This design comes from an exercise in tuning for small area on the open sky130 flow, not from production work.
Only simulation tests tie the RTL to the original design; equivalence was not proved.
No driver is modelled on the clock port, so clock power and skew are understated where the tree is cut down; a real chip needs a root buffer or a tree.
Power figures rest on the tool's default switching activity, not on a simulated workload.

==> run C <==
==> flow/design.v <==
module reel
(
    input      [5:0] v_reel,
    output reg [2:0] symbol
);
    always @(*)
    begin
        if      (v_reel >=  3 && v_reel <= 9)  symbol = 3'd1;   
        else if (v_reel >= 13 && v_reel <= 17) symbol = 3'd4;   
        else if (v_reel >= 21 && v_reel <= 25) symbol = 3'd2;   
        else if (v_reel >= 29 && v_reel <= 35) symbol = 3'd3;   
        else if (v_reel >= 39 && v_reel <= 44) symbol = 3'd1;   
        else if (v_reel >= 48 && v_reel <= 50) symbol = 3'd5;   
        else if (v_reel >= 54 && v_reel <= 58) symbol = 3'd2;   
        else if (v_reel == 63)                 symbol = 3'd6;   
        else                                   symbol = 3'd0;   
    end
endmodule
module top
(
    input        SYSCLK,
    input        RST_N,
    input        LEVER,
    output [6:0] SEG,
    output [2:0] AN
);
    reg  rst_n, rst_n_q1;
    always @(posedge SYSCLK or negedge RST_N)
        if (!RST_N) {rst_n, rst_n_q1} <= 2'b00;
        else        {rst_n, rst_n_q1} <= {rst_n_q1, 1'b1};
    reg  sig_q, sig_qq;
    reg  pulse;
    reg  busy;
    reg  [17:0] rng;
    wire [17:0] rng_inc = rng + 18'd1;
    reg  [17:0] v;
    reg         blink;
    reg         prev_match;  
    reg  [2:0]  digit;
    reg         win;         
    wire [2:0] s = rng[6:4];
    wire [5:0] sel = (s == 3'd1) ? v[11:6] :
                     (s == 3'd2) ? v[17:12] : v[5:0];
    wire [2:0] sym;
    reel reel_dec (.v_reel(sel), .symbol(sym));
    wire same = (digit == sym);
    wire low_eq  = (rng_inc[1:0] == v[1:0]);
    wire mid_eq  = (rng_inc[11:2] == v[11:2]);
    wire lock_end = low_eq & mid_eq & (rng_inc[12] == v[12]) & !pulse;
    wire blink_ev = low_eq & prev_match;
    wire edge_in = sig_q & !sig_qq;
    always @(posedge SYSCLK)
    begin
        sig_q  <= rst_n & LEVER;
        sig_qq <= sig_q;
        pulse  <= !busy & edge_in;
        if (!rst_n)
            busy <= 1'b0;
        else if (!busy)
            busy <= edge_in;
        else if (lock_end)
            busy <= 1'b0;
        if (!rst_n) rng <= 18'd0;
        else        rng <= rng_inc;
        if (rng_inc[1:0] == 2'd3)
            prev_match <= mid_eq;
        if (pulse || !rst_n)
            v <= rng;
        if (pulse || !rst_n)
            blink <= 1'b0;
        else if (!busy && win && blink_ev)
            blink <= !blink;
        digit <= sym;
        if (!rst_n)
            win <= 1'b0;
        else if (pulse)
            win <= 1'b1;
        else if (rng[6:0] == 7'd16)
            win <= win & same;
        else if (rng[6:0] == 7'd32)
            win <= win & same & (sym != 3'd0);
    end
    reg [6:0] seg;
    always @(*)
        case (digit)
            3'd0:    seg = 7'b1000000;
            3'd1:    seg = 7'b1111001;
            3'd2:    seg = 7'b0100100;
            3'd3:    seg = 7'b0110000;
            3'd4:    seg = 7'b0011001;
            3'd5:    seg = 7'b0010010;
            default: seg = 7'b0000010;
        endcase
    assign SEG = seg;
    assign AN  = blink            ? 3'b111 :
                 rng[6:4] == 3'd0 ? 3'b110 :
                 rng[6:4] == 3'd1 ? 3'b101 :
                 rng[6:4] == 3'd2 ? 3'b011 : 3'b111;
endmodule
localparam BLANK     = 4'd0;
localparam LIME      = 4'd1;
localparam ORANGE    = 4'd2;
localparam GRAPE     = 4'd3;
localparam BANANA    = 4'd4;
localparam BLUEBERRY = 4'd5;
localparam CHERRY    = 4'd6;
==> flow/flow/run.sh <==
#!/bin/bash
# Own layout flow: the standard synthesis, then the combinational logic
# between the registers is mapped again by ABC for area (the registers, their
# names and cell types are left exactly as the standard synthesis made them),
# then the standard layout steps with single-drive port buffers.
set -euo pipefail
W=$PWD
R=$W/orfs/results/$FLOW_PLATFORM/top/base
LIB=$FLOW_HOME/platforms/$FLOW_PLATFORM/lib/sky130_fd_sc_hd__tt_025C_1v80.lib

# 1. standard synthesis
bash standard.sh synth > $W/std_synth.log 2>&1
cp $R/1_2_yosys.v $W/std_netlist.v

# 2. area re-mapping of the combinational logic
sed -e "s#@LIB@#$LIB#g" -e "s#@ABC@#$W/flow/area.abc#g" \
    -e "s#@IN@#$W/std_netlist.v#g" -e "s#@OUT@#$W/remapped.v#g" \
    $W/flow/remap.ys > $W/remap_run.ys
yosys -q -s $W/remap_run.ys -l $W/remap.log > /dev/null
cp $W/remapped.v $R/1_2_yosys.v
bash standard.sh do-1_synth > $W/remap_synth_odb.log 2>&1

# 3. the rest of the standard layout, with single-drive port buffers and,
#    after CTS, the clock tree replaced by a few leaf buffers (post_cts.tcl)
bash standard.sh "BUFFER_PORTS_ARGS=-buffer_cell sky130_fd_sc_hd__buf_1" \
    "CTS_ARGS=-sink_clustering_enable -repair_clock_nets -dont_use_dummy_load" \
    "POST_CTS_TCL=$W/flow/post_cts.tcl" \
    "CLK_LEAF_BUF=sky130_fd_sc_hd__clkbuf_8" "CLK_LEAF_COUNT=3" \
    finish > $W/layout.log 2>&1
==> flow/flow/area.abc <==
strash
&get -n
&deepsyn -T 60
&st
&dch -f
&nf -R 1000
&st
&dch -f
&nf -R 1000
&put
topo
==> flow/flow/post_cts.tcl <==
# Replace the clock tree that CTS built by a few clock buffers, each driven
# straight from the clock port and driving one cluster of nearby flip-flops
# (the design has fewer than 50 flip-flops). All sinks see one buffer stage.
set master [[ord::get_db] findMaster $::env(CLK_LEAF_BUF)]
set nclus $::env(CLK_LEAF_COUNT)
set block [ord::get_db_block]
set port_net [[$block findBTerm SYSCLK] getNet]

set ::sinks {}
set ::tree {}
proc walk {net} {
  foreach it [$net getITerms] {
    if {[$it isOutputSignal]} { continue }
    set inst [$it getInst]
    set mname [[$inst getMaster] getName]
    if {[regexp {__(clkbuf|clkinv|bufinv)} $mname]} {
      lappend ::tree $inst
      foreach o [$inst getITerms] {
        if {[$o isOutputSignal] && [$o getNet] ne "NULL"} { walk [$o getNet] }
      }
    } else {
      lappend ::sinks $it
    }
  }
}
walk $port_net
set sinks $::sinks
set tree $::tree
puts "clock leaves: [llength $sinks] sinks, [llength $tree] tree cells removed, $nclus leaf buffers"

# sink coordinates
set pts {}
foreach it $sinks {
  set b [[$it getInst] getBBox]
  lappend pts [list [expr {([$b xMin] + [$b xMax]) / 2.0}] [expr {([$b yMin] + [$b yMax]) / 2.0}]]
}
# k-means, started from sinks spread along x
set order [lsort -real -index 0 $pts]
set cents {}
for {set k 0} {$k < $nclus} {incr k} {
  lappend cents [lindex $order [expr {int(($k + 0.5) * [llength $order] / $nclus)}]]
}
for {set iter 0} {$iter < 50} {incr iter} {
  set assign {}
  foreach p $pts {
    set best 0; set bd 1e30
    for {set k 0} {$k < $nclus} {incr k} {
      set c [lindex $cents $k]
      set d [expr {abs([lindex $p 0] - [lindex $c 0]) + abs([lindex $p 1] - [lindex $c 1])}]
      if {$d < $bd} { set bd $d; set best $k }
    }
    lappend assign $best
  }
  set new {}
  for {set k 0} {$k < $nclus} {incr k} {
    set sx 0; set sy 0; set n 0
    foreach p $pts a $assign { if {$a == $k} { set sx [expr {$sx + [lindex $p 0]}]; set sy [expr {$sy + [lindex $p 1]}]; incr n } }
    if {$n > 0} { lappend new [list [expr {$sx / $n}] [expr {$sy / $n}]] } else { lappend new [lindex $cents $k] }
  }
  set cents $new
}

set old_nets {}
foreach inst $tree {
  foreach o [$inst getITerms] {
    if {[$o isOutputSignal] && [$o getNet] ne "NULL"} { lappend old_nets [$o getNet] }
  }
}
foreach it $sinks { $it disconnect }
foreach inst $tree { odb::dbInst_destroy $inst }
foreach n [lsort -unique $old_nets] { odb::dbNet_destroy $n }

for {set k 0} {$k < $nclus} {incr k} {
  set net [odb::dbNet_create $block clknet_leaf_$k]
  $net setSigType CLOCK
  set buf [odb::dbInst_create $block $master clkbuf_leaf_$k]
  [$buf findITerm A] connect $port_net
  [$buf findITerm X] connect $net
  foreach it $sinks a $assign { if {$a == $k} { $it connect $net } }
  set c [lindex $cents $k]
  $buf setLocation [expr {int([lindex $c 0])}] [expr {int([lindex $c 1])}]
  $buf setPlacementStatus PLACED
}

detailed_placement
check_placement -verbose
estimate_parasitics -placement
report_clock_skew
==> flow/flow/remap.ys <==
# Cell functions for the combinational cells; registers and tie cells stay
# black boxes, so their instances, names and cell types pass through untouched.
read_liberty -ignore_miss_func @LIB@
blackbox sky130_fd_sc_hd__df* sky130_fd_sc_hd__edf* sky130_fd_sc_hd__sdf* sky130_fd_sc_hd__dl* sky130_fd_sc_hd__conb_1
read_verilog @IN@
hierarchy -top top
flatten
hierarchy -top top
techmap
opt -purge
abc -liberty @LIB@ -dont_use sky130_fd_sc_hd__probe_p_8 -dont_use sky130_fd_sc_hd__probec_p_8 -dont_use sky130_fd_sc_hd__lpflow_* -script @ABC@
opt_clean -purge
insbuf -buf sky130_fd_sc_hd__buf_1 A X
rename -hide w:*.*
opt_clean -purge
stat -liberty @LIB@
write_verilog -noattr -noexpr -nohex -nodec @OUT@
==> flow/standard.sh <==
#!/bin/bash
# synth_recipe.tcl (not shown) runs the flow's synth.tcl, then flattens the netlist and writes it again
# the make line also repeats each setting of config.mk as NAME=value (left out here)
make -C /OpenROAD-flow-scripts/flow DESIGN_CONFIG=/design/flow/config.mk WORK_HOME=/design/flow/orfs CLKGATE_MAP_FILE= SYNTH_SCRIPT=/design/flow/synth_recipe.tcl "${@:-finish}"
==> flow/config.mk <==
export PLATFORM = sky130hd
export DESIGN_NAME = top
export DESIGN_NICKNAME = top
export VERILOG_FILES = /design/flow/design.v
export SDC_FILE = /design/flow/constraint.sdc
export NUM_CORES = 4
export LEC_CHECK = 0
export CAP_MARGIN = 20
export CORE_MARGIN = 2
export CORE_UTILIZATION = 40
export SLEW_MARGIN = 20
==> flow/constraint.sdc <==
create_clock -name core_clock -period 10.0 [get_ports {SYSCLK}]
set_input_delay 2.0000 -clock core_clock [delete_from_list [all_inputs] [get_ports {SYSCLK}]]
set_output_delay 2.0000 -clock core_clock [all_outputs]
set_load 0.01 [all_outputs]
==> run F: changes against run C <==
==> flow/run.sh (new file) <==
#!/bin/bash
# synth_recipe.tcl (not shown) runs the flow's synth.tcl, then flattens the netlist and writes it again
# the make line also repeats each setting of config.mk as NAME=value (left out here)
make -C /OpenROAD-flow-scripts/flow DESIGN_CONFIG=/design/flow/config.mk WORK_HOME=/design/flow/orfs CLKGATE_MAP_FILE= SYNTH_SCRIPT=/design/flow/synth_recipe.tcl finish
Settings changed: CORE_UTILIZATION 40 to 65.
removed: flow/flow/run.sh
removed: flow/flow/area.abc
removed: flow/flow/post_cts.tcl
removed: flow/flow/remap.ys
removed: flow/standard.sh
==> summary.txt <==
- Against run F, the clock power of run C is smaller by about 37%.
- Die area: run C is higher than run F (about 35%).
- Sequential power is about the same in run C and run F.
- In run C the total power is lower than in run F, by 15%.
- Cell count is the same in run C and run F.
- Sequential cell count is the same in run F and run C.
- Critical path depth: run C is higher than run F (1).
- Of run F and run C, run F has the higher synthesized cell count (gap 10%, measured against run C).
- Of run C and run F, run C has the higher setup slack (gap 0.14 ns).
- In run C the wire length is lower than in run F, by about 16%.
- The first-iteration DRC count of run F is 2.6 times that of run C.
==> figures <==
metric	run C	run F
Result of the run	timing/DRC/antenna clean	timing/DRC/antenna clean
Clock latency at the later pin of the worst-skew pair	0.17 ns	0.30 ns
Fraction of final layout cells with drive strength greater than 1	1.39%	8.09%
Maximum net fanout on the critical path	9	16
Total number of cells along the worst setup path	4	3
Worst-case setup slack after placement	6.31 ns	6.47 ns
Final clock skew	0.0350 ns	0.00790 ns
Horizontal extent of the die	75.1 microns	64.6 microns
Area added between synthesis and finish	8.24%	9.12%
Power Sequential	220 uW	222 uW
Delay of the slowest cell on the worst path	0.77 ns	0.76 ns
Uppermost routed layer	met3	met4
Internal power	252 uW	292 uW
Iteration-0 DRC Markers	62	164
Total Nets Final	221	240
Most frequent standard cell in the layout excluding fill and tap cells	sky130_fd_sc_hd__nor2_1	sky130_fd_sc_hd__dfxtp_1
Global-route met1 utilization	20.7%	33.6%
Max IR drop VDD	0.0731 mV	0.116 mV
Total standard cell area after synthesis	2020 sq um	2390 sq um
Overall global routing resource usage	15.0%	23.8%
Worst setup path endpoint	AN[1]	AN[0]
Drt wl/cell	13.5 microns	16.0 microns
Global-route wire length before repair	6.40 mm	7.36 mm
In run C the design's own scripts or RTL, not TritonCTS, make the clock network.

## afterwards: timing with drivers on the ports
How much do the figures lean on ideal ports? The routed layouts below were timed once more, with nothing changed but the port constraints. Step 1: set_driving_cell puts a clkbuf_16 on SYSCLK and a buf_2 on each other input, an assumption about the parent block. Step 2 also shifts input and output timing later by t, the mid clock arrival at the registers, as if the neighbouring blocks saw the same clock. Three values: ideal ports, drivers, drivers and shift; two values: the first two.
run | shift t [ns] | setup WS [ns] | worst hold slack (ns) | worst setup path at the end
run C | 0.199 | 6.295 / 6.249 / 6.305 | 0.363 / 0.363 / 0.363 | register to register
run F | 0.327 | 6.158 / 6.127 / 6.454 | 0.352 / 0.352 / 0.352 | register to output
After both steps every run listed still meets setup and hold.
